From an optimization exercise on the open Yosys and OpenROAD flow, aimed at small area; shortcuts taken in it are not production practice. Where RTL was checked, it was by simulation tests only, not by an equivalence proof against the original. Only the layout flow was run in run 3; the RTL was not checked for function there. Power figures rest on the tool's default switching activity, not on a simulated workload.

`flow/design.v`:
```
module ALUControl(operation, ALUOp, ff);
	input [1:0] ALUOp;
	input [5:0] ff;
	output [2:0] operation;
	assign operation[0] = ALUOp[1] & (ff[0] | ff[3]);
	assign operation[1] = ~ALUOp[1] | ~ff[2];
	assign operation[2] = (ALUOp[1] & ff[1]) | ALUOp[0];
endmodule
module ALU32Bit(zero, carryOut, result, a, b, op);
	input [31:0] a, b;
	input [2:0] op;
	output [31:0] result;
	output zero, carryOut;
	wire sub = op[2];
	wire [31:0] bx = b ^ {32{sub}};
	wire [31:0] g = a & bx;
	wire [31:0] p = a ^ bx;
	wire G0_0 = g[0] | (p[0] & sub);
	wire G1_1 = g[1] | (p[1] & G0_0);
	wire G1_3 = g[3] | (p[3] & g[2]);
	wire P1_3 = p[3] & p[2];
	wire G1_5 = g[5] | (p[5] & g[4]);
	wire P1_5 = p[5] & p[4];
	wire G1_7 = g[7] | (p[7] & g[6]);
	wire P1_7 = p[7] & p[6];
	wire G1_9 = g[9] | (p[9] & g[8]);
	wire P1_9 = p[9] & p[8];
	wire G1_11 = g[11] | (p[11] & g[10]);
	wire P1_11 = p[11] & p[10];
	wire G1_13 = g[13] | (p[13] & g[12]);
	wire P1_13 = p[13] & p[12];
	wire G1_15 = g[15] | (p[15] & g[14]);
	wire P1_15 = p[15] & p[14];
	wire G1_17 = g[17] | (p[17] & g[16]);
	wire P1_17 = p[17] & p[16];
	wire G1_19 = g[19] | (p[19] & g[18]);
	wire P1_19 = p[19] & p[18];
	wire G1_21 = g[21] | (p[21] & g[20]);
	wire P1_21 = p[21] & p[20];
	wire G1_23 = g[23] | (p[23] & g[22]);
	wire P1_23 = p[23] & p[22];
	wire G1_25 = g[25] | (p[25] & g[24]);
	wire P1_25 = p[25] & p[24];
	wire G1_27 = g[27] | (p[27] & g[26]);
	wire P1_27 = p[27] & p[26];
	wire G1_29 = g[29] | (p[29] & g[28]);
	wire P1_29 = p[29] & p[28];
	wire G1_31 = g[31] | (p[31] & g[30]);
	wire P1_31 = p[31] & p[30];
	wire G2_3 = G1_3 | (P1_3 & G1_1);
	wire G2_7 = G1_7 | (P1_7 & G1_5);
	wire P2_7 = P1_7 & P1_5;
	wire G2_11 = G1_11 | (P1_11 & G1_9);
	wire P2_11 = P1_11 & P1_9;
	wire G2_15 = G1_15 | (P1_15 & G1_13);
	wire P2_15 = P1_15 & P1_13;
	wire G2_19 = G1_19 | (P1_19 & G1_17);
	wire P2_19 = P1_19 & P1_17;
	wire G2_23 = G1_23 | (P1_23 & G1_21);
	wire P2_23 = P1_23 & P1_21;
	wire G2_27 = G1_27 | (P1_27 & G1_25);
	wire P2_27 = P1_27 & P1_25;
	wire G2_31 = G1_31 | (P1_31 & G1_29);
	wire P2_31 = P1_31 & P1_29;
	wire G3_7 = G2_7 | (P2_7 & G2_3);
	wire G3_15 = G2_15 | (P2_15 & G2_11);
	wire P3_15 = P2_15 & P2_11;
	wire G3_23 = G2_23 | (P2_23 & G2_19);
	wire P3_23 = P2_23 & P2_19;
	wire G3_31 = G2_31 | (P2_31 & G2_27);
	wire P3_31 = P2_31 & P2_27;
	wire G4_15 = G3_15 | (P3_15 & G3_7);
	wire G4_31 = G3_31 | (P3_31 & G3_23);
	wire P4_31 = P3_31 & P3_23;
	wire G5_31 = G4_31 | (P4_31 & G4_15);
	wire G6_23 = G3_23 | (P3_23 & G4_15);
	wire G7_11 = G2_11 | (P2_11 & G3_7);
	wire G7_19 = G2_19 | (P2_19 & G4_15);
	wire G7_27 = G2_27 | (P2_27 & G6_23);
	wire G8_5 = G1_5 | (P1_5 & G2_3);
	wire G8_9 = G1_9 | (P1_9 & G3_7);
	wire G8_13 = G1_13 | (P1_13 & G7_11);
	wire G8_17 = G1_17 | (P1_17 & G4_15);
	wire G8_21 = G1_21 | (P1_21 & G7_19);
	wire G8_25 = G1_25 | (P1_25 & G6_23);
	wire G8_29 = G1_29 | (P1_29 & G7_27);
	wire G9_2 = g[2] | (p[2] & G1_1);
	wire G9_4 = g[4] | (p[4] & G2_3);
	wire G9_6 = g[6] | (p[6] & G8_5);
	wire G9_8 = g[8] | (p[8] & G3_7);
	wire G9_10 = g[10] | (p[10] & G8_9);
	wire G9_12 = g[12] | (p[12] & G7_11);
	wire G9_14 = g[14] | (p[14] & G8_13);
	wire G9_16 = g[16] | (p[16] & G4_15);
	wire G9_18 = g[18] | (p[18] & G8_17);
	wire G9_20 = g[20] | (p[20] & G7_19);
	wire G9_22 = g[22] | (p[22] & G8_21);
	wire G9_24 = g[24] | (p[24] & G6_23);
	wire G9_26 = g[26] | (p[26] & G8_25);
	wire G9_28 = g[28] | (p[28] & G7_27);
	wire G9_30 = g[30] | (p[30] & G8_29);
	wire [32:0] c;
	assign c[0] = sub;
	assign c[1] = G0_0;
	assign c[2] = G1_1;
	assign c[3] = G9_2;
	assign c[4] = G2_3;
	assign c[5] = G9_4;
	assign c[6] = G8_5;
	assign c[7] = G9_6;
	assign c[8] = G3_7;
	assign c[9] = G9_8;
	assign c[10] = G8_9;
	assign c[11] = G9_10;
	assign c[12] = G7_11;
	assign c[13] = G9_12;
	assign c[14] = G8_13;
	assign c[15] = G9_14;
	assign c[16] = G4_15;
	assign c[17] = G9_16;
	assign c[18] = G8_17;
	assign c[19] = G9_18;
	assign c[20] = G7_19;
	assign c[21] = G9_20;
	assign c[22] = G8_21;
	assign c[23] = G9_22;
	assign c[24] = G6_23;
	assign c[25] = G9_24;
	assign c[26] = G8_25;
	assign c[27] = G9_26;
	assign c[28] = G7_27;
	assign c[29] = G9_28;
	assign c[30] = G8_29;
	assign c[31] = G9_30;
	assign c[32] = G5_31;
	wire [31:0] s = p ^ c[31:0];
	wire cout = c[32];
	wire logic_op = ~op[1] & ~op[2];
	wire arith = op[1] & ~op[0];
	wire slt = op[2] & op[1] & op[0];
	assign result = ({32{logic_op}} & (g | ({32{op[0]}} & p)))
		| ({32{arith}} & s)
		| {31'b0, slt & ~cout};
	assign carryOut = arith & (cout ^ sub);
	assign zero = ~|result;
endmodule
module ALUUnit(clock, ALUOp, funct, a, b, result, zero, carryOut);
	input clock;
	input [1:0] ALUOp;
	input [5:0] funct;
	input [31:0] a, b;
	output reg [31:0] result;
	output zero;
	output reg carryOut;
	wire [2:0] operation;
	wire [31:0] aluResult;
	wire aluZero, aluCarry;
	reg [31:0] resultQ;
	reg carryQ;
	ALUControl ctl(operation, ALUOp, funct);
	ALU32Bit alu(aluZero, aluCarry, aluResult, a, b, operation);
	always @(posedge clock)
	begin
		resultQ <= aluResult;
		if (operation == 3'd2 || operation == 3'd6)
			carryQ <= aluCarry;
		result <= resultQ;
		carryOut <= carryQ;
	end
	assign zero = ~|result;
endmodule
```
`flow/flow/run.sh`:
```
#!/bin/bash
# Standard ORFS layout with three changes: the combinational logic of the
# standard synthesis is re-mapped by ABC for area (registers untouched),
# the port buffers use the smallest buffer, and CTS builds its tree from
# clkbuf_4 without dummy loads.
set -euo pipefail
export BUFFER_PORTS_ARGS="-buffer_cell sky130_fd_sc_hd__buf_1"
export CTS_ARGS="-sink_clustering_enable -repair_clock_nets -dont_use_dummy_load -buf_list sky130_fd_sc_hd__clkbuf_4"
R=orfs/results/${FLOW_PLATFORM}/ALUUnit/base
bash standard.sh synth > standard_synth.log 2>&1
cp $R/1_2_yosys.v $R/1_2_yosys_std.v
LIB=$FLOW_HOME/platforms/sky130hd/lib/sky130_fd_sc_hd__tt_025C_1v80.lib
DU=""
for c in $(grep -oE "cell *\( *\"?sky130_fd_sc_hd__(lpflow|probe)[a-z0-9_]*" $LIB | grep -oE "sky130_fd_sc_hd__\w+"); do DU="$DU -dont_use $c"; done
YOSYS=${YOSYS_EXE:-yosys}
$YOSYS -p "read_liberty -ignore_miss_func $LIB; \
  setattr -mod -set blackbox 1 sky130_fd_sc_hd__dfxtp_1 sky130_fd_sc_hd__edfxtp_1 sky130_fd_sc_hd__ha_1 sky130_fd_sc_hd__fa_1 sky130_fd_sc_hd__conb_1; \
  read_verilog $R/1_2_yosys_std.v; hierarchy -top $FLOW_TOP; flatten; opt -purge; \
  abc -liberty $LIB -script $PWD/flow/remap.abc $DU; \
  opt_clean -purge; rename -hide w:*.*; stat -liberty $LIB; \
  write_verilog -noattr -nohex -nodec $R/1_2_yosys.v" > remap.log 2>&1
rm -f $R/1_synth.odb $R/1_synth.sdc
bash standard.sh finish > standard_finish.log 2>&1
```
`flow/flow/remap.abc`:
```
&get -n
&st
&syn2
&dch -f
&nf -R 30 -p
&put
```
`flow/standard.sh`:
```
#!/bin/bash
# synth_recipe.tcl (not shown) runs the flow's synth.tcl, then flattens the netlist and writes it again
# the make line also repeats each setting of config.mk as NAME=value (left out here)
make -C /OpenROAD-flow-scripts/flow DESIGN_CONFIG=/design/flow/config.mk WORK_HOME=/design/flow/orfs CLKGATE_MAP_FILE= SYNTH_SCRIPT=/design/flow/synth_recipe.tcl "${@:-finish}"
```
`flow/config.mk`:
```
export PLATFORM = sky130hd
export DESIGN_NAME = ALUUnit
export DESIGN_NICKNAME = ALUUnit
export VERILOG_FILES = /design/flow/design.v
export SDC_FILE = /design/flow/constraint.sdc
export NUM_CORES = 4
export LEC_CHECK = 0
export CAP_MARGIN = 20
export CORE_MARGIN = 2
export CORE_UTILIZATION = 40
export SLEW_MARGIN = 20
```
`flow/constraint.sdc`:
```
create_clock -name core_clock -period 5.0 [get_ports {clock}]
set_input_delay 1.0000 -clock core_clock [delete_from_list [all_inputs] [get_ports {clock}]]
set_output_delay 1.0000 -clock core_clock [all_outputs]
set_load 0.01 [all_outputs]
```
==> results of run 1 <==
[final timing paths]
check                                    startpoint                  end  slack [ns]  cells past startpoint
worst max-delay path                       ALUOp[1]  resultQ[31]$_DFF_P_        0.63                     18
worst min-delay path            resultQ[29]$_DFF_P_   result[29]$_DFF_P_        0.32                      0
worst max register to register     carryQ$_DFFE_PP_     carryOut$_DFF_P_        4.49                      0
worst min register to register  resultQ[29]$_DFF_P_   result[29]$_DFF_P_        0.32                      0
[metrics by stage]
step	worst slack [ns]	util	total power, µW	std cells
global placement	0.270	0.491	1160	582
floorplan	0.0459	-	996	362
detailed placement	0.194	0.491	1170	582
global route	0.232	0.499	1500	591
finish	0.629	0.499	1400	591
CTS	0.609	0.499	1410	591
[worst max-delay path: cells and delay by family]
| kind | cells | cell delay (ns) |
|---|---|---|
| compound gates | 6 | 1.32 |
| simple gates | 6 | 0.83 |
| fa+ha+maj | 2 | 0.71 |
| buf+inv | 3 | 0.55 |
| xor+xnor | 1 | 0.25 |
[power by group]
| part | internal [µW] | total, µW | switching, µW |
|---|---|---|---|
| Combinational | 198 | 471 | 273 |
| Sequential | 638 | 686 | 47.8 |
| Clock | 83.8 | 240 | 156 |
| Total | 920 | 1400 | 477 |
[layer usage]
metal	vias up	track usage	routed length, µm
met5	-	0	0
met4	0	0.0531	42
met3	6	0.0289	578
met2	115	0.303	4100
met1	1373	0.258	3970
li1	1540	-	-
[flip-flops by register name (all words and copies together), names as in the netlist]
name / flops
result: 32
resultQ: 32
carryQ: 1
carryOut: 1
[final cells by class]
type	instances	area, µm²
multi-input cells	278	2050
clock buffers	9	67.6
repair buffers	115	473
well taps	105	131
flip-flops and latches	66	1330
inverters	18	67.6
fillers	812	4130
==> results.toml, run 1 <==
[run_status]
status = "finished clean"

[synthesis]
yosys_warnings = 1
avgSynthCellArea_um2 = 9.50
syn-cell-area_mm2 = 0.00344
syn-num-nets = 483
synthCells = 362

[sta]
period_needed_ns = 4.37
setup_tns_ns = 0
worst_pin_slew_ns = 0.869
hold_viol = 0
layout_worst_path_cycle_share = 0.874
whs_ns = 0.323
fin_skew_ns = 0.0122
fmax_mhz = 229
rsz0062_at_grt = "no"
timing_max_transition_violations_final = 0
finalSetupViolCount = 0
slew_headroom = 0.417

[worst_hold_path]
hold_class = "reg2reg"

[global_routing]
grt_max_degree = 27
grt_first_pass_wirelength_um = 14000
antenna_found_initial = 0
grt_overflow = 0
global_route.usage.total = 0.186
grt_pass1_vias = 2925

[floorplanning]
die_x_um = 96.7
ios = 107
row_count = 33
die_h_um = 96.7
die-area_mm2 = 0.00936
fp.coreArea_mm2 = 0.00826
start_util = 0.417

[place]
dpl_cell_area_mm2 = 0.00406
dpl.hpwl_um = 6680
io_buffers = 104
gp_congestion = 0.814

[cells_and_area]
layout_commonest_cell = "buf_1"
finish.instance_area_mm2 = 0.00412
diodes = 0
syn_to_final_growth_pct = 19.9
nNetsFinal = 609
final_layout_size_suffix_gt1_frac = 0.0432
final_cell_mix = "buf_1 (104), dfxtp_1 (65), a21oi_1 (52), nand2_1 (35), ha_1 (32)"

[setup_path]
worstPathMaxFanout = 10
slowest_delay_ns = 0.42
cp.arrival_ns = 4.67
crit_required_ns = 5.30
path_class = "in2reg"
cp-start-kind = "input port"
cp-end-kind = "flip-flop"
cp_slowest_cell = "a21oi_4"
path_cells = "buf_1 -> a21oi_4 -> buf_4 -> xor2_1 -> clkinv_1 -> ha_1 -> nand2_1 -> nor2_1 -> nand3_1 -> o21ai_0 -> nand3_1 -> and2_0 -> o21a_1 -> o21a_1 -> fa_1 -> nor3_1 -> a21oi_1 -> o21ai_0"

[routing]
final_antenna_net_count = 0
wirelength_um = 8690
drtPass1Iterations = 4
drc = 0
wire_per_inst_um = 14.7
viasPerCell = 5.13
via_count = 3034
drt_iter0_drc = 135

[clock_network]
cts_resized = 0
htree_levels = 3
cts_sinks = 66
clock-root-buffer = "clkbuf_4"
hold_buffers = 0
cts_buffers = 9
postCtsSetupBuffers = 0
clkTransAtPathRegs_ns = 0.10
clkLatencyLatePin_ns = 0.37
cts_tree = "yes"
clockBufferDepth = 2

[power_and_ir_drop]
peakVddDrop_mv = 0.101
power.leakage_uw = 0.00160
pwr_density_cell_mw_per_mm2 = 339

[flow_run]
drv_cap = 0
==> run 2, diff against run 1 <==
==> flow/flow/remap.abc (replaced) <==
&get -n
&st
&deepsyn -T 20
&dch -f
&nf -R 100 -p
&put
==> run 2 against run 1 <==
  * Now fails the layout checks on setup timing
  * Non-clock buffer count is 51 higher
  * Via count is 2.7% lower
  * Maximum frequency decreased by 32%
  * Sequential cell count unchanged
==> results.toml, run 2 <==
[power_and_ir_drop]
p_clk_frac = 0.166
comb_power_share = 0.375
pwr-share-seq = 0.460
peakVddDrop_mv = 0.123
intPower_uw = 1010
swShare = 0.328
power.leakage_uw = 0.00197
switching_power_uw = 492
pwr_density_cell_mw_per_mm2 = 333

[place]
dp_slack_ns = -2.00
gp_congestion = 0.852
io_buffers = 104
dpl.hpwl_um = 6700
dpl_cell_area_mm2 = 0.00426

[global_routing]
grt_pass1_vias = 2948
grt_overflow = 0
global_route.usage.total = 0.202
grt_max_degree = 27
antenna_found_initial = 0
grt_first_pass_wirelength_um = 13600

[run_status]
check.faults = "setup timing"
status = "complete, but fails checks"

[sta]
period_needed_ns = 6.44
timing_max_transition_violations_final = 0
fmax_mhz = 155
layout_setup_ws_ns = -1.44
layout_worst_path_cycle_share = 1.29
slew_headroom = 0.513
worst_pin_slew_ns = 0.726
rsz0062_at_grt = "yes"
fin_skew_ns = 0.0242
hold_viol = 0
whs_ns = 0.309
finalSetupViolCount = 14

[routing]
wirelength_um = 8770
drt_iter0_drc = 64
viasPerCell = 4.93
drtPass1Iterations = 4
wire_per_inst_um = 14.6
final_antenna_net_count = 0
via_count = 2951
drc = 0

[setup_path]
cp-start-kind = "input port"
cp.arrival_ns = 6.58
rr_startpoint = "carryQ$_DFFE_PP_"
crit_family = "compound AO/OA/AOI/OAI gates"
slowest_delay_ns = 0.35
cp_num_cells = 38
crit_required_ns = 5.14
reg2reg_to = "carryOut$_DFF_P_"
cp-end-kind = "flip-flop"
r2r_setup_slack_ns = 4.50
crit_top_cell = "a21o_1"
reg2regPathDepth = 0
path_class = "in2reg"
cp_slowest_cell = "fa_2"
cp_num_buf_inv = 2
worstPathMaxFanout = 5

[clock_network]
htree_levels = 3
hold_buffers = 0
clkTransAtPathRegs_ns = 0.10
clockBufferDepth = 2
cts_buffers = 9
clkLatencyLatePin_ns = 0.41
cts_tree = "yes"
cts_sinks = 66
clock-root-buffer = "clkbuf_4"

[cells_and_area]
nNetsFinal = 617
diodes = 0
syn_to_final_growth_pct = 36.3
final_layout_size_suffix_gt1_frac = 0.198
layout_commonest_cell = "buf_1"
finish.instance_area_mm2 = 0.00450
final_cell_mix = "buf_1 (101), dfxtp_1 (65), buf_4 (59), xnor2_1 (33), ha_1 (32)"
top_regs = "resultQ x32, result x32"

[floorplanning]
ios = 107
fp.coreArea_mm2 = 0.00809
die_h_um = 94.9
row_count = 33
start_util = 0.408
die_x_um = 94.9
die-area_mm2 = 0.00900

[flow_run]
drv_cap = 0

[worst_hold_path]
hold_class = "reg2reg"
hold_path_startpoint = "resultQ[21]$_DFF_P_"
holdPathEnd = "result[21]$_DFF_P_"
whs_path_depth = 0

[synthesis]
avgSynthCellArea_um2 = 10.4
synthCells = 319
syn-num-nets = 440
syn-cell-area_mm2 = 0.00330
yosys_warnings = 1
-- run 2: worst max-delay path by stage --
stage	from	endpoint
6_report	ALUOp[1]	carryQ$_DFFE_PP_
5_1_grt	ALUOp[1]	resultQ[31]$_DFF_P_
4_1_cts	funct[1]	carryQ$_DFFE_PP_
3_5_place_dp	ALUOp[1]	resultQ[0]$_DFF_P_
3_3_place_gp	ALUOp[1]	carryQ$_DFFE_PP_
2_1_floorplan	funct[1]	resultQ[31]$_DFF_P_
-- run 2: metal layers --
metal  vias to the layer above  routed length (µm)  track usage
li1                       1469                   -            -
met1                      1392                3770        0.234
met2                        75                4490        0.360
met3                        15                 369       0.0447
met4                         0                 142       0.0821
met5                         -                   0            0
-- run 2: stage by stage --
step | cells | setup TNS (ns) | total power (µW) | utilization
6_report | 599 | -12.89 | 1500 | 0.556
5_1_grt | 599 | -17.31 | 1600 | 0.556
4_1_cts | 594 | -13.31 | 1490 | 0.546
3_5_place_dp | 579 | -20.53 | 1220 | 0.527
3_3_place_gp | 579 | -18.95 | 1210 | 0.527
2_1_floorplan | 319 | -28.11 | 998 | -
-- run 2: repair_timing --
action,in CTS,in global routing
buffers inserted,11,5
pin swaps,17,22
setup endpoints to repair,15,16
gates resized for setup,17,7
-- run 2: power groups by stage --
stage	clock network, µW	logic (µW)	registers (µW)
after detailed placement	0	522	702
final	248	561	688
after global routing	273	627	700
after floorplan	0	285	713
after global placement	0	511	699
after CTS	252	545	690
-- run 2: final cells by class --
class	instances	area [µm²]
Fill cell	775	3590
Clock buffer	9	67.6
Multi-Input combinational cell	235	2010
Sequential cell	66	1330
Inverter	18	67.6
Tap cell	105	131
Timing Repair Buffer	166	892
==> run 3, diff against run 2 <==
--- a/flow/design.v
+++ b/flow/design.v
@@ -139,5 +139,6 @@
 	wire arith = op[1] & ~op[0];
 	wire slt = op[2] & op[1] & op[0];
-	assign result = ({32{logic_op}} & (g | ({32{op[0]}} & p)))
+	wire [31:0] lg = (a & b) | ({32{op[0]}} & (a | b));
+	assign result = ({32{logic_op}} & lg)
 		| ({32{arith}} & s)
 		| {31'b0, slt & ~cout};
==> flow/flow/remap.abc (replaced) <==
&get -n
&st
&syn2
&dch -f
&nf -R 30 -p
&put
==> run 3 against run 2 <==
  * The run now finishes clean
  * First-iteration DRC count is 17% lower
  * Clock power down 2%
  * Sequential share of layout area increased by 2.4 points
  * Synthesized area increased by 6.3%
  * Critical path depth decreased by 23
  * Via count rose by 4.9%
  * Global-route usage down 1.8 points
  * Combinational power fell by 17%
==> results.toml, run 3 <==
[run_status]
status = "finished clean"

[power_and_ir_drop]
power.leakage_uw = 0.00153
peakVddDrop_mv = 0.107
pwr_density_cell_mw_per_mm2 = 338

[clock_network]
cts_tree = "yes"
postCtsSetupBuffers = 0
clkTransAtPathRegs_ns = 0.11
clockBufferDepth = 2
cts_sinks = 66
cts_buffers = 9
clock-root-buffer = "clkbuf_4"
clkLatencyLatePin_ns = 0.41
htree_levels = 3
hold_buffers = 0
cts_resized = 0

[flow_run]
drv_cap = 0

[sta]
worst_pin_slew_ns = 0.833
whs_ns = 0.310
period_needed_ns = 4.32
setup_tns_ns = 0
hold_viol = 0
fin_skew_ns = 0.0316
fmax_mhz = 231
layout_worst_path_cycle_share = 0.864
rsz0062_at_grt = "no"
timing_max_transition_violations_final = 0
finalSetupViolCount = 0
slew_headroom = 0.445

[floorplanning]
ios = 107
row_count = 34
fp.coreArea_mm2 = 0.00859
die_h_um = 97.7
die-area_mm2 = 0.00954
die_x_um = 97.7
start_util = 0.408

[global_routing]
top_usage_layer = "met2"
grt_pass1_vias = 2983
grt_max_degree = 25
global_route.usage.total = 0.184
grt_first_pass_wirelength_um = 14000
use_met2 = 0.305
antenna_found_initial = 0
use_met3 = 0.0324
grt_use_met1 = 0.239
grt_overflow = 0

[place]
dpl.hpwl_um = 6510
gp_congestion = 0.831
io_buffers = 104

[setup_path]
crit_required_ns = 5.26
path_class = "in2reg"
cp-start-kind = "input port"
worstPathMaxFanout = 8
cp.arrival_ns = 4.58
cp-startpoint = "ALUOp[1]"
rr_startpoint = "carryQ$_DFFE_PP_"
cp-end-kind = "flip-flop"

[cells_and_area]
final_layout_size_suffix_gt1_frac = 0.0371
diodes = 0
nNetsFinal = 608
final_util = 0.485
nFillCells = 869
layout_commonest_cell = "buf_1"
final_cell_mix = "buf_1 (104), dfxtp_1 (65), o21ai_0 (48), a21oi_1 (43), xnor2_1 (37)"
syn_to_final_growth_pct = 18.8
top_regs = "resultQ x32, result x32"

[synthesis]
yosys_warnings = 1
synthCells = 365
syn-cell-area_mm2 = 0.00351
syn-num-nets = 486
avgSynthCellArea_um2 = 9.61

[routing]
via_count = 3095
drt_iter0_drc = 53
wirelength_um = 8520
viasPerCell = 5.22
final_antenna_net_count = 0
wire_per_inst_um = 14.4
drtPass1Iterations = 4
drc = 0

[worst_hold_path]
hold_class = "reg2reg"
hold_path_startpoint = "resultQ[31]$_DFF_P_"
## run 3: cell count changes in the layout (fill, tap and decap cells not counted), moves of 6 or more
cell     change
a22o_1       -9
o21ai_1     -11
nand2_1      +6
buf_4       -52
o21ai_0     +41
o22ai_1     +17
a21o_1      -21
a21oi_1     +20
## run 3: layout make-up
cell class / instances / area [µm²] / area share
clock buffers: 9 / 67.6 / 0.0162
inverters: 14 / 52.6 / 0.0126
multi-input cells: 285 / 2140 / 0.513
flip-flops and latches: 66 / 1330 / 0.319
well taps: 108 / 135 / 0.0324
repair buffers: 111 / 443 / 0.106
## run 3: path summary, 6_finish.rpt
path | endpoint | slack [ns] | depth (start not counted)
hold reg to reg | result[31]$_DFF_P_ | 0.31 | 0
hold / removal | result[31]$_DFF_P_ | 0.31 | 0
setup reg to reg | carryOut$_DFF_P_ | 4.52 | 0
setup / recovery | resultQ[31]$_DFF_P_ | 0.68 | 15
## run 3: power breakdown
group | internal (µW) | switching (µW) | total (µW) | leakage [µW]
clock network | 83.6 | 161 | 244 | 0.0000414
logic | 198 | 270 | 468 | 0.000940
registers | 645 | 50.0 | 695 | 0.000552
## run 3: worst max-delay path, cell delays in order
cell      delay (ns)
buf_1           0.13
a21oi_4         0.31
xnor2_1         0.11
ha_1            0.34
nand2_1         0.08
o311ai_0        0.42
nand4_1         0.20
o31ai_1         0.41
a21o_1          0.25
a41oi_1         0.20
o21a_1          0.25
o21a_1          0.20
fa_1            0.41
xor2_1          0.17
o22ai_1         0.09
## run 3: metal layers
metal | vias up | routed length [µm]
li1 | 1560 | -
met1 | 1440 | 3940
met2 | 81 | 4030
met3 | 14 | 413
met4 | 0 | 133
met5 | - | 0
## run 3: through the flow
step	total power, µW	instances	instance area, µm²	worst slack, ns
floorplan	1000	365	3520	0.0506
global placement	1170	584	4100	0.271
detailed placement	1180	584	4100	0.248
CTS	1420	593	4170	0.639
global route	1510	593	4170	0.346
finish	1410	593	4170	0.679
==> run 4, diff against run 3 <==
--- a/flow/design.v
+++ b/flow/design.v
@@ -139,6 +139,5 @@
 	wire arith = op[1] & ~op[0];
 	wire slt = op[2] & op[1] & op[0];
-	wire [31:0] lg = (a & b) | ({32{op[0]}} & (a | b));
-	assign result = ({32{logic_op}} & lg)
+	assign result = ({32{logic_op}} & (g | ({32{op[0]}} & p)))
 		| ({32{arith}} & s)
 		| {31'b0, slt & ~cout};
==> flow/flow/run.sh (replaced) <==
#!/bin/bash
# Standard ORFS layout with three changes: synthesis maps the logic with
# an area-oriented ABC script (flow/synth.abc) in place of ORFS's speed
# script (the registers come out as in the standard synthesis), the port
# buffers use the smallest buffer, and CTS builds its tree from clkbuf_4
# without dummy loads.
set -euo pipefail
export BUFFER_PORTS_ARGS="-buffer_cell sky130_fd_sc_hd__buf_1"
export CTS_ARGS="-sink_clustering_enable -repair_clock_nets -dont_use_dummy_load -buf_list sky130_fd_sc_hd__clkbuf_4"
export MY_ABC_SCRIPT=$PWD/flow/synth.abc
# synth_recipe.tcl with ORFS's ABC script swapped for flow/synth.abc
{
  head -n 1 synth_recipe.tcl
  cat flow/abc_override.tcl
  tail -n +2 synth_recipe.tcl
} > my_synth.tcl
sed -e "s#$PWD/synth_recipe.tcl#$PWD/my_synth.tcl#g" standard.sh > my_standard.sh
grep -q my_synth.tcl my_standard.sh
bash my_standard.sh finish > standard_flow.log 2>&1
==> flow/flow/abc_override.tcl (new file) <==
proc abc {args} {
  set i [lsearch -exact $args -script]
  if { $i >= 0 } { lset args [expr {$i + 1}] $::env(MY_ABC_SCRIPT) }
  yosys abc {*}$args
}
==> flow/flow/synth.abc (new file) <==
&get -n
&st
&dch
&nf -R 1000 -p
&put
removed: flow/flow/remap.abc
==> run 4 against run 3 <==
  * Still clean
  * Global-route usage is 1.4 points lower
  * First-iteration DRC count is 23% lower
  * Hold slack better by 0.018 ns
  * Sequential share of layout area is 1.1 points higher
  * Total power is 0.15% lower
==> results.toml, run 4 <==
[cells_and_area]
diodes = 0
nNetsFinal = 578
syn_to_final_growth_pct = 19.0
final_cell_mix = "buf_1 (104), dfxtp_1 (65), a21oi_1 (46), xnor2_1 (43), ha_1 (32)"
layout_commonest_cell = "buf_1"
final_layout_size_suffix_gt1_frac = 0.0352
fin_cells = 560
top_regs = "resultQ x32, result x32"
nFillCells = 842

[synthesis]
synth.distinct_cells = 26
ys_seq_area_frac = 0.394
syn-cell-area_mm2 = 0.00338
synth-edff-count = 1
syn-num-nets = 458
yosys-top-cells-area = "dfxtp_1 (38%), ha_1 (12%), xnor2_1 (11%), fa_1 (9.5%), a21oi_1 (7.0%)"
yosysMostFrequentCell = "dfxtp_1"
synth_largest_area_cell = "dfxtp_1"
synth-main-ff-cell = "dfxtp_1"
synthCells = 337
yosys_warnings = 1
avgSynthCellArea_um2 = 10.0
yosys.area.top_type_share = 0.385
async_reset_ff_frac = 0
ys_ff_latch = 66
synthTopCellsByCount = "dfxtp_1 (65), a21oi_1 (47), xnor2_1 (43)"

[setup_path]
cp.arrival_ns = 4.73
cp-end-kind = "flip-flop"
slowest_delay_ns = 0.67
cp_num_buf_inv = 2
path_class = "in2reg"
path_cells = "buf_1 -> a21oi_4 -> buf_4 -> xnor2_1 -> ha_1 -> nand2_1 -> o31ai_1 -> a31o_1 -> and3_1 -> nor2b_1 -> o21a_1 -> nor2_1 -> nor2_1 -> fa_1 -> xor2_1 -> o22ai_1"
worstPathMaxFanout = 13
crit_family = "compound AO/OA/AOI/OAI gates"
crit_required_ns = 5.24
crit_top_cell = "nor2_1"
cp_slowest_cell = "o31ai_1"
cp-start-kind = "input port"

[power_and_ir_drop]
peakVddDrop_mv = 0.102
pwr-share-seq = 0.489
pwr_density_cell_mw_per_mm2 = 349
comb_power_share = 0.348
p_clk_frac = 0.163
switching_power_uw = 465
power.leakage_uw = 0.00152
swShare = 0.331
intPower_uw = 940

[sta]
setup_tns_ns = 0
rsz0062_at_grt = "no"
whs_ns = 0.328
layout_worst_path_cycle_share = 0.897
timing_max_transition_violations_final = 0
fmax_mhz = 223
period_needed_ns = 4.49
fin_skew_ns = 0.0130
finalSetupViolCount = 0
layout_setup_ws_ns = 0.515
hold_viol = 0
slew_headroom = 0.478
worst_pin_slew_ns = 0.776

[clock_network]
cts_tree = "yes"
clock-root-buffer = "clkbuf_4"
cts_resized = 0
hold_buffers = 0
clkLatencyLatePin_ns = 0.38
clkTransAtPathRegs_ns = 0.08
clockBufferDepth = 2
postCtsSetupBuffers = 0
cts_buffers = 9
htree_levels = 3
cts_sinks = 66

[place]
dp_slack_ns = 0.0947
io_buffers = 104
gp_congestion = 0.868
dp.cells = 551
dpl.hpwl_um = 5920

[floorplanning]
start_util = 0.411
fp.coreArea_mm2 = 0.00822
ios = 107
row_count = 33
die_x_um = 95.9
die_h_um = 95.9
die-area_mm2 = 0.00920

[routing]
via_count = 2752
wirelength_um = 7420
wl_met1_um = 3480
wl_met3_um = 269
maxUsedRoutingLayer = "met4"
drt_iter0_drc = 41
final_antenna_net_count = 0
drtPass1Iterations = 4
drc = 0
met2_length_um = 3570
wire_per_inst_um = 13.3
viasPerCell = 4.91

[flow_run]
drv_cap = 0

[global_routing]
grt_overflow = 0
grt_max_degree = 35
global_route.usage.total = 0.170
antenna_found_initial = 0
grt_pass1_vias = 2608
grt_first_pass_wirelength_um = 12000

[worst_hold_path]
hold_class = "reg2reg"

[run_status]
status = "finished clean"
## run 4: cell count changes in the layout (fill, tap and decap cells not counted), moves of 2 or more
cell,change
a21oi_1,+3
a31o_1,+2
nor2_1,+2
xnor2_1,+6
a21o_1,+3
xor2_1,-4
and2_0,-2
buf_4,-2
nor3_1,-2
o21ai_0,-32
nand2_1,-4
nand4_1,-2
o22ai_1,+2
## run 4: logic make-up after synthesis
group,after synthesis,share of synthesized area
muxes,1,0.00296
DFF,66,0.394
AOI/OAI and AO/OA,101,0.171
adders and majority gates,48,0.213
buffers and inverters,15,0.0167
xor gates and xnor gates,49,0.127
and+or+nand+nor,57,0.0759
## run 4: power by group through the flow
| stage | Sequential (µW) | Combinational (µW) | Clock [µW] |
|---|---|---|---|
| 4_1_cts | 689 | 494 | 243 |
| 5_1_grt | 700 | 559 | 263 |
| 2_1_floorplan | 723 | 311 | 0 |
| 6_report | 687 | 489 | 229 |
| 3_5_place_dp | 702 | 491 | 0 |
| 3_3_place_gp | 699 | 479 | 0 |
## run 4: worst paths after layout
kind                        from             endpoint  slack (ns)  depth (start not counted)
max reg2reg     carryQ$_DFFE_PP_     carryOut$_DFF_P_        4.50                          0
max                     ALUOp[1]  resultQ[31]$_DFF_P_        0.51                         16
min          resultQ[13]$_DFF_P_   result[13]$_DFF_P_        0.33                          0
min reg2reg  resultQ[13]$_DFF_P_   result[13]$_DFF_P_        0.33                          0
## run 4: layout make-up
type | count | area (µm²) | area share
Multi-Input combinational cell | 256 | 2010 | 0.499
Tap cell | 105 | 131 | 0.0326
Clock buffer | 9 | 67.6 | 0.0168
Sequential cell | 66 | 1330 | 0.331
Timing Repair Buffer | 109 | 428 | 0.106
Inverter | 15 | 56.3 | 0.0140
## run 4: layer usage
| layer | up-vias | global-route usage |
|---|---|---|
| met5 | - | 0 |
| met1 | 1235 | 0.224 |
| met3 | 9 | 0.0227 |
| li1 | 1443 | - |
| met4 | 0 | 0.0679 |
| met2 | 65 | 0.283 |
## run 4: through the flow
step | instance area (µm²) | power (µW) | utilization
6_report | 4020 | 1400 | 0.490
2_1_floorplan | 3390 | 1030 | -
3_3_place_gp | 3950 | 1180 | 0.481
3_5_place_dp | 3960 | 1190 | 0.481
5_1_grt | 4020 | 1520 | 0.490
4_1_cts | 4020 | 1430 | 0.490
==> run 5, diff against run 4 <==
--- a/flow/design.v
+++ b/flow/design.v
@@ -139,6 +139,6 @@
 	wire arith = op[1] & ~op[0];
 	wire slt = op[2] & op[1] & op[0];
-	assign result = ({32{logic_op}} & (g | ({32{op[0]}} & p)))
-		| ({32{arith}} & s)
+	wire ep = arith | (logic_op & op[0]);
+	assign result = (({32{ep}} & p) ^ (({32{arith}} & c[31:0]) | ({32{logic_op}} & g)))
 		| {31'b0, slt & ~cout};
 	assign carryOut = arith & (cout ^ sub);
==> run 5 against run 4 <==
  * Final area fell by 4.6%
  * Register-to-register slack improved by 0.03 ns
  * Die area fell by 5.0%
  * Sequential share of layout area rose by 1.6 points
  * Via count rose by 3.1%
  * Synthesized cell count fell by 0.30%
  * Critical path type unchanged
  * Count of clock-buffer cells in the layout did not move
  * Synthesized area fell by 5.3%
  * Total power rose by 1.4%
  * Largest power group unchanged
  * Sequential cell count did not move
  * First-iteration DRC count rose by 110%
==> results.toml, run 5 <==
[floorplanning]
row_count = 32
fp.coreArea_mm2 = 0.00773
start_util = 0.415
die-area_mm2 = 0.00874
die_h_um = 93.5
ios = 107
die_x_um = 93.5

[sta]
slew_headroom = 0.560
period_needed_ns = 4.32
setup_tns_ns = 0
hold_viol = 0
timing_max_transition_violations_final = 0
fin_skew_ns = 0.0187
finalSetupViolCount = 0
layout_worst_path_cycle_share = 0.864
worst_pin_slew_ns = 0.656
fmax_mhz = 232
rsz0062_at_grt = "no"

[setup_path]
path_cells = "buf_1 -> a21oi_4 -> xnor2_1 -> ha_1 -> a21oi_1 -> o21ai_0 -> a21oi_1 -> nor3_1 -> nor2_1 -> nor3_1 -> nor3_1 -> o31a_1 -> o21ai_0 -> a31oi_1 -> o21ai_0 -> a21oi_1"
cp_num_buf_inv = 1
cp-start-kind = "input port"
cp-end-kind = "flip-flop"
worstPathMaxFanout = 10
slowest_delay_ns = 0.43
cp_slowest_cell = "a21oi_4"
path_class = "in2reg"
crit_family = "compound AO/OA/AOI/OAI gates"
cp.arrival_ns = 4.46
crit_required_ns = 5.14

[clock_network]
clock-root-buffer = "clkbuf_4"
clkTransAtPathRegs_ns = 0.10
postCtsSetupBuffers = 0
hold_buffers = 0
clockBufferDepth = 2
cts_sinks = 66
htree_levels = 3
clkLatencyLatePin_ns = 0.39
cts_buffers = 9
cts_tree = "yes"
cts_resized = 0

[routing]
via_count = 2837
viasPerCell = 5.10
drc = 0
final_antenna_net_count = 0
wirelength_um = 7390
wire_per_inst_um = 13.3
drtPass1Iterations = 4
drt_iter0_drc = 85

[synthesis]
synth_compound_area_frac = 0.165
yosys.area.top_type_share = 0.406
synthCells = 336
synthMuxAreaShare = 0.00352
synth_largest_area_cell = "dfxtp_1"
yosys_warnings = 1
syn-num-nets = 441
synth-simple-area-share = 0.115
yosys-top-cells-area = "dfxtp_1 (41%), ha_1 (13%), xnor2_1 (11%), xor2_1 (6.6%), nand2_1 (6.0%)"
synth-edff-count = 1
syn-cell-area_mm2 = 0.00320
synth.distinct_cells = 26
synth_top_family_by_area = "XOR/XNOR gates"
synthTopCellsByCount = "dfxtp_1 (65), nand2_1 (51), xnor2_1 (40)"
avgSynthCellArea_um2 = 9.53
synthAdderAreaFrac = 0.125
async_reset_ff_frac = 0
synth-xor-area-share = 0.175
ys_seq_area_frac = 0.416
yosysMostFrequentCell = "dfxtp_1"
synth-main-ff-cell = "dfxtp_1"
ys_ff_latch = 66

[cells_and_area]
final_layout_size_suffix_gt1_frac = 0.0352
nNetsFinal = 561
top_regs = "resultQ x32, result x32"
seqCellArea_mm2 = 0.00133
layout_commonest_cell = "buf_1"
multiInputGateArea_mm2 = 0.00188
nFillCells = 800
diodes = 0
final_cell_mix = "buf_1 (104), dfxtp_1 (65), nand2_1 (50), xnor2_1 (40), a21oi_1 (36)"
syn_to_final_growth_pct = 19.9

[global_routing]
antenna_found_initial = 0
global_route.usage.total = 0.170
grt_max_degree = 34
grt_first_pass_wirelength_um = 11500
grt_pass1_vias = 2575
grt_overflow = 0

[place]
gp_congestion = 0.818
dpl.hpwl_um = 5520
io_buffers = 104

[power_and_ir_drop]
peakVddDrop_mv = 0.119
power.leakage_uw = 0.00148
pwr_density_cell_mw_per_mm2 = 371
finalPower_uw = 1430

[run_status]
status = "finished clean"

[flow_run]
drv_cap = 0

[worst_hold_path]
hold_class = "reg2reg"
-- run 5: cell count changes in the layout (fill, tap and decap cells not counted), moves of 8 or more --
| cell | change |
|---|---|
| fa_1 | -16 |
| a21oi_1 | -10 |
| o22ai_1 | -22 |
| nand2_1 | +24 |
| clkinv_1 | -14 |
| a22o_1 | +8 |
| a22oi_1 | +9 |
| xor2_1 | +18 |
-- run 5: per-stage QoR --
step	utilization	std cells	hold slack, ns	cell area [µm²]	setup slack (ns)
final	0.497	556	0.322	3840	0.681
after global routing	0.497	556	0.328	3840	0.208
after CTS	0.497	556	0.327	3840	0.621
after detailed placement	0.488	547	0.312	3770	0.219
after global placement	0.488	547	0.310	3770	0.271
after floorplan	-	336	0.310	3210	0.474
-- run 5: routing by layer --
metal,GRT usage,part of all wire,up-vias
li1,-,-,1439
met1,0.214,0.45,1296
met2,0.285,0.48,96
met3,0.0306,0.061,6
met4,0.0772,0.0085,0
met5,0,0,-
-- run 5: kinds of logic (layout without fill, tap and decap cells) --
| kind of cell | count (synthesis) | in the layout |
|---|---|---|
| AO/OA/AOI/OAI | 87 | 87 |
| XOR/XNOR | 64 | 64 |
| adder cells (fa/ha/maj) | 32 | 32 |
| buffers and inverters | 1 | 119 |
| flip-flops | 66 | 66 |
| multiplexers | 1 | 1 |
| AND/OR/NAND/NOR | 85 | 85 |
-- run 5: where the power goes --
part | total [µW] | internal [µW] | switching, µW
registers | 738 | 682 | 55.7
clock network | 237 | 83.7 | 153
logic | 451 | 186 | 265
-- run 5: final cells by class --
cell class              instances  area share
clock buffers                   9      0.0176
flip-flops and latches         66       0.347
inverters                       1    0.000978
well taps                     102      0.0332
multi-input cells             269       0.490
repair buffers                109       0.111
-- run 5: worst paths after layout --
kind | to | depth (start not counted) | start | slack (ns)
worst max-delay path | carryQ$_DFFE_PP_ | 16 | ALUOp[1] | 0.68
worst min-delay path | result[3]$_DFF_P_ | 0 | resultQ[3]$_DFF_P_ | 0.32
worst max register to register | carryOut$_DFF_P_ | 0 | carryQ$_DFFE_PP_ | 4.53
worst min register to register | result[3]$_DFF_P_ | 0 | resultQ[3]$_DFF_P_ | 0.32
==> run 6, diff against run 5 <==
==> flow/flow/synth.abc (replaced) <==
&get -n
&st
&dch
&nf -R 0 -p -E 100
&put
==> run 6 against run 5 <==
  * Sequential power is essentially flat
  * Critical path depth is 2 lower
  * Worst setup slack gained 0.20 ns
  * Sequential share of layout area rose by 0.39 points
==> results.toml, run 6 <==
[cells_and_area]
nNetsFinal = 540
syn_to_final_growth_pct = 19.6
layout_commonest_cell = "buf_1"
diodes = 0
top_regs = "resultQ x32, result x32"
final_layout_size_suffix_gt1_frac = 0.0323
final_util = 0.491
final_cell_mix = "buf_1 (104), dfxtp_1 (65), nand2_1 (40), xnor2_1 (33), ha_1 (32)"

[synthesis]
async_reset_ff_frac = 0
ys_ff_latch = 66
synth.distinct_cells = 32
synthTopCellsByCount = "dfxtp_1 (65), nand2_1 (41), xnor2_1 (33)"
syn-num-nets = 422
synth-edff-count = 1
yosys-top-cells-area = "dfxtp_1 (41%), ha_1 (13%), xnor2_1 (9.1%), xor2_1 (8.6%), nand2_1 (4.8%)"
synthMuxAreaShare = 0
avgSynthCellArea_um2 = 10.0
yosys.area.top_type_share = 0.410
syn-cell-area_mm2 = 0.00318
synth_largest_area_cell = "dfxtp_1"
synth-xor-area-share = 0.177
synthAdderAreaFrac = 0.126
synth-main-ff-cell = "dfxtp_1"
synth_compound_area_frac = 0.164
synth-simple-area-share = 0.112
synth_top_family_by_area = "XOR/XNOR gates"
synthCells = 317
yosys_warnings = 1
ys_seq_area_frac = 0.419
yosysMostFrequentCell = "dfxtp_1"

[routing]
viasPerCell = 5.10
wirelength_um = 7020
drc = 0
wire_per_inst_um = 13.1
final_antenna_net_count = 0
via_count = 2726
drtPass1Iterations = 5
drt_iter0_drc = 128

[setup_path]
cp-start-kind = "input port"
worstPathMaxFanout = 12
path_cells = "buf_1 -> a21oi_4 -> buf_4 -> xnor2_1 -> ha_1 -> a21o_1 -> a21o_1 -> a221oi_1 -> o31a_1 -> o31a_1 -> o31a_1 -> o31ai_1 -> nor2_1 -> a211oi_1"
crit_top_cell = "o31a_1"
slowest_delay_ns = 0.41
path_class = "in2reg"
cp-end-kind = "flip-flop"
cp_slowest_cell = "o31a_1"
cp.arrival_ns = 4.34
crit_required_ns = 5.22

[power_and_ir_drop]
intPower_uw = 951
p_clk_frac = 0.162
switching_power_uw = 460
pwr-share-seq = 0.523
comb_power_share = 0.314
swShare = 0.326
power.leakage_uw = 0.00145
peakVddDrop_mv = 0.109
finalPower_uw = 1410
pwr_density_cell_mw_per_mm2 = 372

[floorplanning]
die-area_mm2 = 0.00867
fp.coreArea_mm2 = 0.00773
row_count = 32
start_util = 0.411
ios = 107
die_x_um = 93.1
die_h_um = 93.1

[global_routing]
grt_max_degree = 34
antenna_found_initial = 0
grt_first_pass_wirelength_um = 11600
global_route.usage.total = 0.172
grt_pass1_vias = 2587
grt_overflow = 0

[sta]
hold_viol = 0
timing_max_transition_violations_final = 0
worst_pin_slew_ns = 0.754
period_needed_ns = 4.12
slew_headroom = 0.497
fin_skew_ns = 0.0144
rsz0062_at_grt = "no"
fmax_mhz = 243
setup_tns_ns = 0
layout_setup_ws_ns = 0.880
whs_ns = 0.312
finalSetupViolCount = 0
layout_worst_path_cycle_share = 0.824

[clock_network]
clkLatencyLatePin_ns = 0.39
hold_buffers = 0
clkTransAtPathRegs_ns = 0.10
cts_tree = "yes"
postCtsSetupBuffers = 0
clockBufferDepth = 2
cts_sinks = 66
cts_buffers = 9
clock-root-buffer = "clkbuf_4"
cts_resized = 0
htree_levels = 3

[place]
dpl.hpwl_um = 5390
gp_congestion = 0.868
io_buffers = 104
dp_slack_ns = 0.491

[worst_hold_path]
hold_class = "reg2reg"

[flow_run]
drv_cap = 0

[run_status]
status = "finished clean"
-- run 6: cell count changes after synthesis, moves of 10 or more --
cell      delta
o21ai_0     -11
nand2_1     -10
a222oi_1    +14
a21oi_1     -14
-- run 6: worst paths after layout --
| kind | startpoint | cells past startpoint | endpoint | slack [ns] |
|---|---|---|---|---|
| worst max-delay path | ALUOp[1] | 14 | carryQ$_DFFE_PP_ | 0.88 |
| worst min-delay path | resultQ[29]$_DFF_P_ | 0 | result[29]$_DFF_P_ | 0.31 |
| worst min register to register | resultQ[29]$_DFF_P_ | 0 | result[29]$_DFF_P_ | 0.31 |
| worst max register to register | carryQ$_DFFE_PP_ | 0 | carryOut$_DFF_P_ | 4.52 |
-- run 6: layout make-up --
type / instances / area (µm²)
Multi-Input combinational cell: 249 / 1850
Tap cell: 102 / 128
Timing Repair Buffer: 107 / 413
Inverter: 2 / 7.51
Sequential cell: 66 / 1330
Fill cell: 772 / 3930
Clock buffer: 9 / 67.6
-- run 6: worst max-delay path, delay by kind of cell --
family	cells	cell delay (ns)
adders and majority gates	1	0.33
AOI/OAI and AO/OA	9	2.41
buffers and inverters	2	0.43
xor gates and xnor gates	1	0.10
and+or+nand+nor	1	0.08
-- run 6: layer usage --
metal | wire (µm) | track usage | up-vias
met5 | 0 | 0 | -
met4 | 179 | 0.0956 | 0
met3 | 317 | 0.0338 | 16
met2 | 3480 | 0.285 | 78
met1 | 3040 | 0.209 | 1225
li1 | - | - | 1407
-- run 6: kinds of logic after synthesis --
group	Yosys count
xor+xnor	64
simple gates	80
flops	66
buf+inv	2
compound gates	73
fa+ha+maj	32
-- run 6: power by group through the flow --
stage	Sequential, µW	Clock, µW	Combinational (µW)
floorplan	781	0	261
global placement	750	0	437
detailed placement	754	0	443
CTS	741	242	446
global route	757	272	500
finish	739	229	444
-- run 6: through the flow --
step           instances  area (µm²)
6_report             535        3800
5_1_grt              535        3800
4_1_cts              535        3790
3_5_place_dp         526        3730
3_3_place_gp         526        3730
2_1_floorplan        317        3180
==> run 7, diff against run 6 <==
==> flow/flow/synth.abc (replaced) <==
&get -n
&st
&dch
&nf -R 5 -p -E 100
&put
==> run 7 against run 6 <==
  * Still clean on timing, DRC and antenna
  * First-iteration DRC count unchanged
  * Synthesized area is the same
  * Die area unchanged
  * Cell count did not move
  * Global-route usage stayed put
  * Worst setup slack stayed put
  * Critical path type unchanged
  * Largest cell class unchanged
==> results.toml, run 7 <==
[run_status]
status = "finished clean"

[synthesis]
yosys_warnings = 1
async_reset_ff_frac = 0
synth.distinct_cells = 32
synthTopCellsByCount = "dfxtp_1 (65), nand2_1 (41), xnor2_1 (33)"
yosysMostFrequentCell = "dfxtp_1"
ys_ff_latch = 66
synth-edff-count = 1
ys_seq_area_frac = 0.419
synth-main-ff-cell = "dfxtp_1"
avgSynthCellArea_um2 = 10.0
yosys.area.top_type_share = 0.410
syn-cell-area_mm2 = 0.00318
syn-num-nets = 422
synth_largest_area_cell = "dfxtp_1"
synthCells = 317
yosys-top-cells-area = "dfxtp_1 (41%), ha_1 (13%), xnor2_1 (9.1%), xor2_1 (8.6%), nand2_1 (4.8%)"

[place]
gp_congestion = 0.868
dp.cells = 526
dpl.hpwl_um = 5390
dpl_cell_area_mm2 = 0.00373
io_buffers = 104

[power_and_ir_drop]
switching_power_uw = 460
comb_power_share = 0.314
power.leakage_uw = 0.00145
peakVddDrop_mv = 0.109
p_clk_frac = 0.162
pwr_density_cell_mw_per_mm2 = 372
intPower_uw = 951
pwr-share-seq = 0.523
swShare = 0.326

[clock_network]
htree_levels = 3
clkTransAtPathRegs_ns = 0.10
clockBufferDepth = 2
cts_buffers = 9
cts_resized = 0
clkLatencyLatePin_ns = 0.39
postCtsSetupBuffers = 0
cts_tree = "yes"
clock-root-buffer = "clkbuf_4"
cts_sinks = 66
hold_buffers = 0

[cells_and_area]
multiInputGateArea_mm2 = 0.00185
nFillCells = 772
nNetsFinal = 540
top_regs = "resultQ x32, result x32"
final_util = 0.491
finish.instance_area_mm2 = 0.00380
seqCellArea_mm2 = 0.00133
final_cell_mix = "buf_1 (104), dfxtp_1 (65), nand2_1 (40), xnor2_1 (33), ha_1 (32)"
fin_cells = 535
syn_to_final_growth_pct = 19.6
diodes = 0
layout_commonest_cell = "buf_1"
final_layout_size_suffix_gt1_frac = 0.0323

[setup_path]
reg2reg_to = "carryOut$_DFF_P_"
crit_required_ns = 5.22
crit_top_cell = "o31a_1"
r2r_setup_slack_ns = 4.52
reg2regPathDepth = 0
cp-end-kind = "flip-flop"
rr_startpoint = "carryQ$_DFFE_PP_"
path_cells = "buf_1 -> a21oi_4 -> buf_4 -> xnor2_1 -> ha_1 -> a21o_1 -> a21o_1 -> a221oi_1 -> o31a_1 -> o31a_1 -> o31a_1 -> o31ai_1 -> nor2_1 -> a211oi_1"
cp_slowest_cell = "o31a_1"
path_class = "in2reg"
cp-start-kind = "input port"
worstPathMaxFanout = 12
slowest_delay_ns = 0.41
cp.arrival_ns = 4.34

[sta]
fin_skew_ns = 0.0144
finalSetupViolCount = 0
period_needed_ns = 4.12
rsz0062_at_grt = "no"
worst_pin_slew_ns = 0.754
slew_headroom = 0.497
hold_viol = 0
setup_tns_ns = 0
layout_worst_path_cycle_share = 0.824
timing_max_transition_violations_final = 0
fmax_mhz = 243

[routing]
viasPerCell = 5.10
drtPass1Iterations = 5
drc = 0
wire_per_inst_um = 13.1
wirelength_um = 7020
final_antenna_net_count = 0
via_count = 2726
drt_iter0_drc = 128

[global_routing]
antenna_found_initial = 0
grt_max_degree = 34
global_route.usage.total = 0.172
grt_first_pass_wirelength_um = 11600
grt_pass1_vias = 2587
grt_overflow = 0

[worst_hold_path]
holdPathEnd = "result[29]$_DFF_P_"
hold_class = "reg2reg"
hold_path_startpoint = "resultQ[29]$_DFF_P_"
whs_path_depth = 0

[floorplanning]
fp.coreArea_mm2 = 0.00773
row_count = 32
die_x_um = 93.1
start_util = 0.411
die_h_um = 93.1
ios = 107
die-area_mm2 = 0.00867

[flow_run]
drv_cap = 0
## run 7: cell counts in the layout (fill, tap and decap cells not counted)
Identical to the previous run, type by type.
## run 7: worst max-delay path by stage
stage                     depth (start not counted)  startpoint                  end  slack, ns
after detailed placement                         14    ALUOp[1]     carryQ$_DFFE_PP_       0.49
final                                            14    ALUOp[1]     carryQ$_DFFE_PP_       0.88
after CTS                                        14    ALUOp[1]     carryQ$_DFFE_PP_       0.93
after global placement                           14    ALUOp[1]     carryQ$_DFFE_PP_       0.59
after floorplan                                  12    funct[1]     carryQ$_DFFE_PP_       0.04
after global routing                             15    ALUOp[1]  resultQ[31]$_DFF_P_       0.67
## run 7: cell type report
type                    instances  area share
multi-input cells             249       0.487
flip-flops and latches         66       0.351
repair buffers                107       0.109
well taps                     102      0.0336
clock buffers                   9      0.0178
inverters                       2     0.00198
## run 7: layer usage
| layer | GRT usage | wire, µm | up-vias |
|---|---|---|---|
| li1 | - | - | 1407 |
| met5 | 0 | 0 | - |
| met4 | 0.0956 | 179 | 0 |
| met3 | 0.0338 | 317 | 16 |
| met2 | 0.285 | 3480 | 78 |
| met1 | 0.209 | 3040 | 1225 |
## run 7: worst max-delay path, delay by kind of cell
kind | cells | cell delay, ns
XOR/XNOR | 1 | 0.10
AND/OR/NAND/NOR | 1 | 0.08
adder cells (fa/ha/maj) | 1 | 0.33
AO/OA/AOI/OAI | 9 | 2.41
buffers and inverters | 2 | 0.43
## run 7: kinds of logic (layout without fill, tap and decap cells)
logic type / after synthesis / in the layout / synth area share
AOI/OAI and AO/OA: 73 / 73 / 0.164
xor gates and xnor gates: 64 / 64 / 0.177
adders and majority gates: 32 / 32 / 0.126
buffers and inverters: 2 / 118 / 0.00236
DFF: 66 / 66 / 0.419
and+or+nand+nor: 80 / 80 / 0.112
## run 7: stage by stage
stage	power, µW	hold WS, ns	setup slack, ns
final	1410	0.312	0.880
after global routing	1530	0.317	0.668
after CTS	1430	0.314	0.933
after detailed placement	1200	0.312	0.491
after global placement	1190	0.310	0.587
after floorplan	1040	0.310	0.0396
## run 7: power by group through the flow
stage	sequential (µW)	clock, µW	combinational, µW
after CTS	741	242	446
after detailed placement	754	0	443
after floorplan	781	0	261
after global placement	750	0	437
after global routing	757	272	500
final	739	229	444
==> run 8, diff against run 7 <==
==> flow/flow/synth.abc (replaced) <==
&get -n
&st
&dch
&nf -R 50 -p -E 100
&put
==> run 8 against run 7 <==
  * Still clean
  * Hold slack got worse by 0.0012 ns
  * Routed wire length rose by 1.8%
  * Total power rose by 0.49%
  * Count of clock-buffer cells in the layout did not move
  * Non-clock buffer count rose by 5
  * Synthesized area fell by 0.75%
  * Sequential power rose by 0.5%
  * Cell count rose by 0.75%
  * Critical path type unchanged
  * Largest cell class unchanged
  * Largest power group unchanged
  * Highest routed layer unchanged
==> results.toml, run 8 <==
[setup_path]
cp-startpoint = "ALUOp[1]"
rr_startpoint = "carryQ$_DFFE_PP_"
crit_required_ns = 5.29
cp.arrival_ns = 5.07
path_class = "in2reg"
cp-end-kind = "flip-flop"
worstPathMaxFanout = 7
cp-start-kind = "input port"

[cells_and_area]
final_cell_mix = "buf_1 (104), dfxtp_1 (65), nand2_1 (40), xnor2_1 (33), ha_1 (32)"
final_layout_size_suffix_gt1_frac = 0.0435
multiInputGateArea_mm2 = 0.00182
syn_to_final_growth_pct = 20.9
fin_cells = 539
top_regs = "resultQ x32, result x32"
nNetsFinal = 544
seqCellArea_mm2 = 0.00133
finish.instance_area_mm2 = 0.00381
layout_commonest_cell = "buf_1"
diodes = 0
nFillCells = 797
final_util = 0.496

[routing]
drt_iter0_drc = 224
wire_per_inst_um = 13.3
viasPerCell = 5.18
drtPass1Iterations = 6
drc = 0
wirelength_um = 7150
via_count = 2793
final_antenna_net_count = 0

[synthesis]
synth.distinct_cells = 28
async_reset_ff_frac = 0
syn-cell-area_mm2 = 0.00315
yosys-top-cells-area = "dfxtp_1 (41%), ha_1 (13%), xnor2_1 (9.2%), xor2_1 (8.6%), nand2_1 (4.9%)"
synth_largest_area_cell = "dfxtp_1"
synth-main-ff-cell = "dfxtp_1"
synthCells = 316
yosys_warnings = 1
yosys.area.top_type_share = 0.413
synth-edff-count = 1
yosysMostFrequentCell = "dfxtp_1"
syn-num-nets = 421
avgSynthCellArea_um2 = 9.97
ys_ff_latch = 66
ys_seq_area_frac = 0.422
synthTopCellsByCount = "dfxtp_1 (65), nand2_1 (41), xnor2_1 (33)"

[place]
dpl.hpwl_um = 5340
gp_congestion = 0.857
dp.cells = 530
dp_slack_ns = -0.104
io_buffers = 104
dpl_cell_area_mm2 = 0.00374

[flow_run]
drv_cap = 0

[clock_network]
clock-root-buffer = "clkbuf_4"
clkLatencyLatePin_ns = 0.37
postCtsSetupBuffers = 0
cts_buffers = 9
cts_tree = "yes"
hold_buffers = 0
cts_sinks = 66
htree_levels = 3
clkTransAtPathRegs_ns = 0.09
cts_resized = 0
clockBufferDepth = 2

[worst_hold_path]
hold_path_startpoint = "resultQ[13]$_DFF_P_"
hold_class = "reg2reg"

[global_routing]
grt_max_degree = 34
global_route.usage.total = 0.169
grt_first_pass_wirelength_um = 11600
grt_pass1_vias = 2663
grt_overflow = 0
antenna_found_initial = 0

[power_and_ir_drop]
p_clk_frac = 0.165
power.leakage_uw = 0.00146
comb_power_share = 0.311
swShare = 0.327
peakVddDrop_mv = 0.116
pwr-share-seq = 0.524
intPower_uw = 954
pwr_density_cell_mw_per_mm2 = 372
switching_power_uw = 464

[sta]
finalSetupViolCount = 0
timing_max_transition_violations_final = 0
worst_pin_slew_ns = 0.681
fmax_mhz = 209
fin_skew_ns = 0.0168
hold_viol = 0
setup_tns_ns = 0
slew_headroom = 0.543
period_needed_ns = 4.78
layout_setup_ws_ns = 0.221
rsz0062_at_grt = "no"
layout_worst_path_cycle_share = 0.956

[floorplanning]
row_count = 32
die_x_um = 92.8
die_h_um = 92.8
fp.coreArea_mm2 = 0.00769
ios = 107
die-area_mm2 = 0.00861
start_util = 0.410

[run_status]
status = "finished clean"
[run 8: changes by cell type after synthesis, sizes merged, moves of 2 or more]
| cell | delta |
|---|---|
| nor2 | -3 |
| nor3 | +2 |
| nor4 | +2 |
| o21ai | +4 |
| o31a | -3 |
[run 8: cell families after synthesis]
| kind of cell | share of synthesized area |
|---|---|
| flip-flops | 0.422 |
| AND/OR/NAND/NOR | 0.116 |
| XOR/XNOR | 0.178 |
| adder cells (fa/ha/maj) | 0.127 |
| multiplexers | 0.00357 |
| AO/OA/AOI/OAI | 0.149 |
| buffers and inverters | 0.00357 |
[run 8: per-stage QoR]
| step | hold WS, ns | total power, µW |
|---|---|---|
| after global placement | 0.310 | 1190 |
| after detailed placement | 0.312 | 1200 |
| after global routing | 0.316 | 1520 |
| after CTS | 0.314 | 1440 |
| after floorplan | 0.310 | 1040 |
| final | 0.311 | 1420 |
[run 8: cell type report]
class                           instances  share of cell area
Multi-Input combinational cell        247               0.478
Sequential cell                        66               0.349
Timing Repair Buffer                  112               0.118
Tap cell                              102              0.0335
Clock buffer                            9              0.0177
Inverter                                3             0.00295
[run 8: path summary, 6_finish.rpt]
path | slack [ns] | cells after the start | end
setup reg to reg | 4.53 | 0 | carryOut$_DFF_P_
hold / removal | 0.31 | 0 | result[13]$_DFF_P_
hold reg to reg | 0.31 | 0 | result[13]$_DFF_P_
setup / recovery | 0.22 | 18 | resultQ[31]$_DFF_P_
[run 8: per-layer routing]
layer  wire (µm)  global-route usage
met1        3240               0.211
met4         140              0.0895
met5           0                   0
met2        3380               0.278
met3         378              0.0293
[run 8: critical path, cell delays in order]
cell and delay, ns:
buf_1 0.12, a21oi_4 0.29, buf_4 0.23, xnor2_1 0.13, ha_1 0.29, and4_1 0.19, a221oi_1 0.32, buf_4 0.18
nor3_1 0.05, a2111oi_0 0.43, buf_4 0.20, nor4_1 0.05, nor4_1 0.42, o21ai_0 0.22, a31oi_1 0.26, nor2_1 0.10
a222oi_1 0.40, xor2_1 0.20
[run 8: power groups by stage]
stage	combinational [µW]	sequential (µW)	clock, µW
after global routing	496	757	272
final	441	743	235
after global placement	435	755	0
after floorplan	255	781	0
after CTS	443	746	247
after detailed placement	440	758	0
==> run 9, diff against run 8 <==
==> flow/flow/synth.abc (replaced) <==
&get -n
&st
&dch
&nf -R 10 -p -E 100
&put
==> run 9 against run 8 <==
  * Synthesized area rose by 0.40%
  * Critical path type unchanged
  * Die area rose by 0.38%
  * Highest routed layer unchanged
  * Critical endpoint is now carryQ$_DFFE_PP_
  * Count of clock-buffer cells in the layout did not move
  * Largest cell class unchanged
  * Hold slack improved by 0.0064 ns
==> results.toml, run 9 <==
[run_status]
status = "finished clean"

[setup_path]
crit_required_ns = 5.21
cp.arrival_ns = 4.54
worstPathMaxFanout = 12
cp-end-kind = "flip-flop"
path_class = "in2reg"
cp-start-kind = "input port"

[global_routing]
global_route.usage.total = 0.167
use_met2 = 0.283
grt_overflow = 0
grt_pass1_vias = 2589
use_met3 = 0.0309
grt_first_pass_wirelength_um = 11300
grt_max_degree = 34
grt_use_met1 = 0.196
antenna_found_initial = 0
top_usage_layer = "met2"

[place]
gp_congestion = 0.859
dp_slack_ns = 0.297
io_buffers = 104
dpl.hpwl_um = 5430

[clock_network]
cts_sinks = 66
cts_buffers = 9
clockBufferDepth = 2
postCtsSetupBuffers = 0
hold_buffers = 0
cts_resized = 0
clock-root-buffer = "clkbuf_4"
htree_levels = 3
clkTransAtPathRegs_ns = 0.09
cts_tree = "yes"
clkLatencyLatePin_ns = 0.39

[synthesis]
synthTopCellsByCount = "dfxtp_1 (65), nand2_1 (38), xnor2_1 (33)"
avgSynthCellArea_um2 = 10.1
async_reset_ff_frac = 0
syn-cell-area_mm2 = 0.00316
yosys.area.top_type_share = 0.411
yosys_warnings = 1
yosysMostFrequentCell = "dfxtp_1"
synthCells = 314
synth_largest_area_cell = "dfxtp_1"
syn-num-nets = 419
synth-edff-count = 1
yosys-top-cells-area = "dfxtp_1 (41%), ha_1 (13%), xnor2_1 (9.1%), xor2_1 (8.6%), a222oi_1 (4.7%)"
synth-main-ff-cell = "dfxtp_1"
ys_ff_latch = 66
ys_seq_area_frac = 0.421
synth.distinct_cells = 29

[floorplanning]
die_h_um = 92.9
die_x_um = 92.9
ios = 107
row_count = 32
start_util = 0.412
fp.coreArea_mm2 = 0.00769
die-area_mm2 = 0.00864

[routing]
via_count = 2745
wirelength_um = 7060
final_antenna_net_count = 0
viasPerCell = 5.13
drt_iter0_drc = 131
drc = 0
drtPass1Iterations = 4
wire_per_inst_um = 13.2

[cells_and_area]
top_regs = "resultQ x32, result x32"
final_layout_size_suffix_gt1_frac = 0.0370
layout_commonest_cell = "buf_1"
syn_to_final_growth_pct = 20.3
nNetsFinal = 540
final_util = 0.495
nFillCells = 764
final_cell_mix = "buf_1 (104), dfxtp_1 (65), nand2_1 (38), xnor2_1 (33), ha_1 (32)"
diodes = 0

[sta]
layout_worst_path_cycle_share = 0.866
timing_max_transition_violations_final = 0
whs_ns = 0.318
finalSetupViolCount = 0
slew_headroom = 0.535
layout_setup_ws_ns = 0.668
period_needed_ns = 4.33
fin_skew_ns = 0.0173
fmax_mhz = 231
worst_pin_slew_ns = 0.693
setup_tns_ns = 0
hold_viol = 0
rsz0062_at_grt = "no"

[worst_hold_path]
hold_class = "reg2reg"

[power_and_ir_drop]
pwr_density_cell_mw_per_mm2 = 370
power.leakage_uw = 0.00147
finalPower_uw = 1410
peakVddDrop_mv = 0.0938

[flow_run]
drv_cap = 0
## run 9: cell types whose count changed after synthesis, moves of 2 or more
cell,delta
nor4_1,-2
a31oi_1,+2
nand2_1,-3
o31a_1,+2
o21ai_0,-2
nor3_1,-2
## run 9: layer usage
layer / vias up / routed length, µm
li1: 1401 / -
met5: - / 0
met1: 1240 / 3080
met4: 0 / 144
met3: 13 / 348
met2: 91 / 3490
## run 9: final cells by class
cell class              instances  area, µm²  area share
multi-input cells             246       1840       0.483
flip-flops and latches         66       1330       0.350
well taps                     102        128      0.0335
inverters                       2       7.51     0.00197
clock buffers                   9       67.6      0.0178
repair buffers                110        435       0.114
## run 9: critical path, stage by stage
cell and delay, ns:
buf_1 0.16, a21oi_4 0.48, xnor2_1 0.12, ha_1 0.31
a31oi_1 0.10, o21ai_0 0.35, a221oi_1 0.25, o31a_1 0.39
o31a_1 0.34, o21ai_0 0.27, a31oi_1 0.16, o21ai_0 0.32
nor2_1 0.07, a211oi_1 0.22
## run 9: report_power, final
group / leakage [µW] / internal (µW) / switching, µW
Clock: 0.0000414 / 83.5 / 142
Combinational: 0.000870 / 185 / 258
Sequential: 0.000557 / 685 / 54.3
Total: 0.00147 / 953 / 454
## run 9: kinds of logic (layout without fill, tap and decap cells)
family,Yosys count,count (layout),synth area share
buffers and inverters,2,121,0.00237
xor gates and xnor gates,64,64,0.177
adders and majority gates,32,32,0.127
AOI/OAI and AO/OA,72,72,0.161
and+or+nand+nor,78,78,0.113
DFF,66,66,0.421
## run 9: through the flow
step	instance area [µm²]	instances
after floorplan	3170	314
after global placement	3740	526
after detailed placement	3740	526
after CTS	3810	535
after global routing	3810	535
final	3810	535
## run 9: path summary, 6_finish.rpt
kind	from	endpoint	slack, ns	depth (start not counted)
max	ALUOp[1]	carryQ$_DFFE_PP_	0.67	14
min	resultQ[29]$_DFF_P_	result[29]$_DFF_P_	0.32	0
max reg2reg	carryQ$_DFFE_PP_	carryOut$_DFF_P_	4.53	0
min reg2reg	resultQ[29]$_DFF_P_	result[29]$_DFF_P_	0.32	0

==> separate check: timing with driven ports <==
No port has a modelled driver above. Below, the same layouts with a new extraction and two added sets of constraints. Step 1 sets driving cells, clkbuf_16 on the clock port and buf_2 on the other inputs (assumed; they add their load-dependent delay and slew). Step 2, shift: input delay + t, output delay - t, t = (earliest + latest rising clock arrival at the registers) / 2. This alone moves slack from input paths to output paths. Three values: ideal, step 1, step 2; two values: the first two.
| run | t (ns) | slack for setup (ns) | hold slack, ns | worst slew at a driven data input, ns |
|---|---|---|---|---|
| run 1 | 0.392 | 0.629 / 0.633 / 0.241 | 0.323 / 0.323 / 0.323 | 0.04 |
| run 2 | 0.420 | -1.441 / -1.447 / -1.867 | 0.309 / 0.309 / 0.309 | 0.05 |
| run 3 | 0.419 | 0.679 / 0.687 / 0.268 | 0.310 / 0.310 / 0.310 | 0.04 |
| run 4 | 0.398 | 0.515 / 0.521 / 0.123 | 0.328 / 0.328 / 0.328 | 0.04 |
| run 5 | 0.396 | 0.681 / 0.688 / 0.291 | 0.322 / 0.322 / 0.322 | 0.03 |
| run 6 | 0.409 | 0.880 / 0.887 / 0.478 | 0.312 / 0.312 / 0.312 | 0.04 |
| run 7 | 0.409 | 0.880 / 0.887 / 0.478 | 0.312 / 0.312 / 0.312 | 0.04 |
| run 8 | 0.390 | 0.221 / 0.227 / -0.163 | 0.311 / 0.311 / 0.311 | 0.04 |
| run 9 | 0.404 | 0.668 / 0.674 / 0.270 | 0.318 / 0.318 / 0.318 | 0.05 |
With both steps, setup timing fails in run 8, where it was met with ideal ports. The setup slack of run 2, which loses most, moves by -0.006 ns with the drivers and by -0.426 ns with both steps.
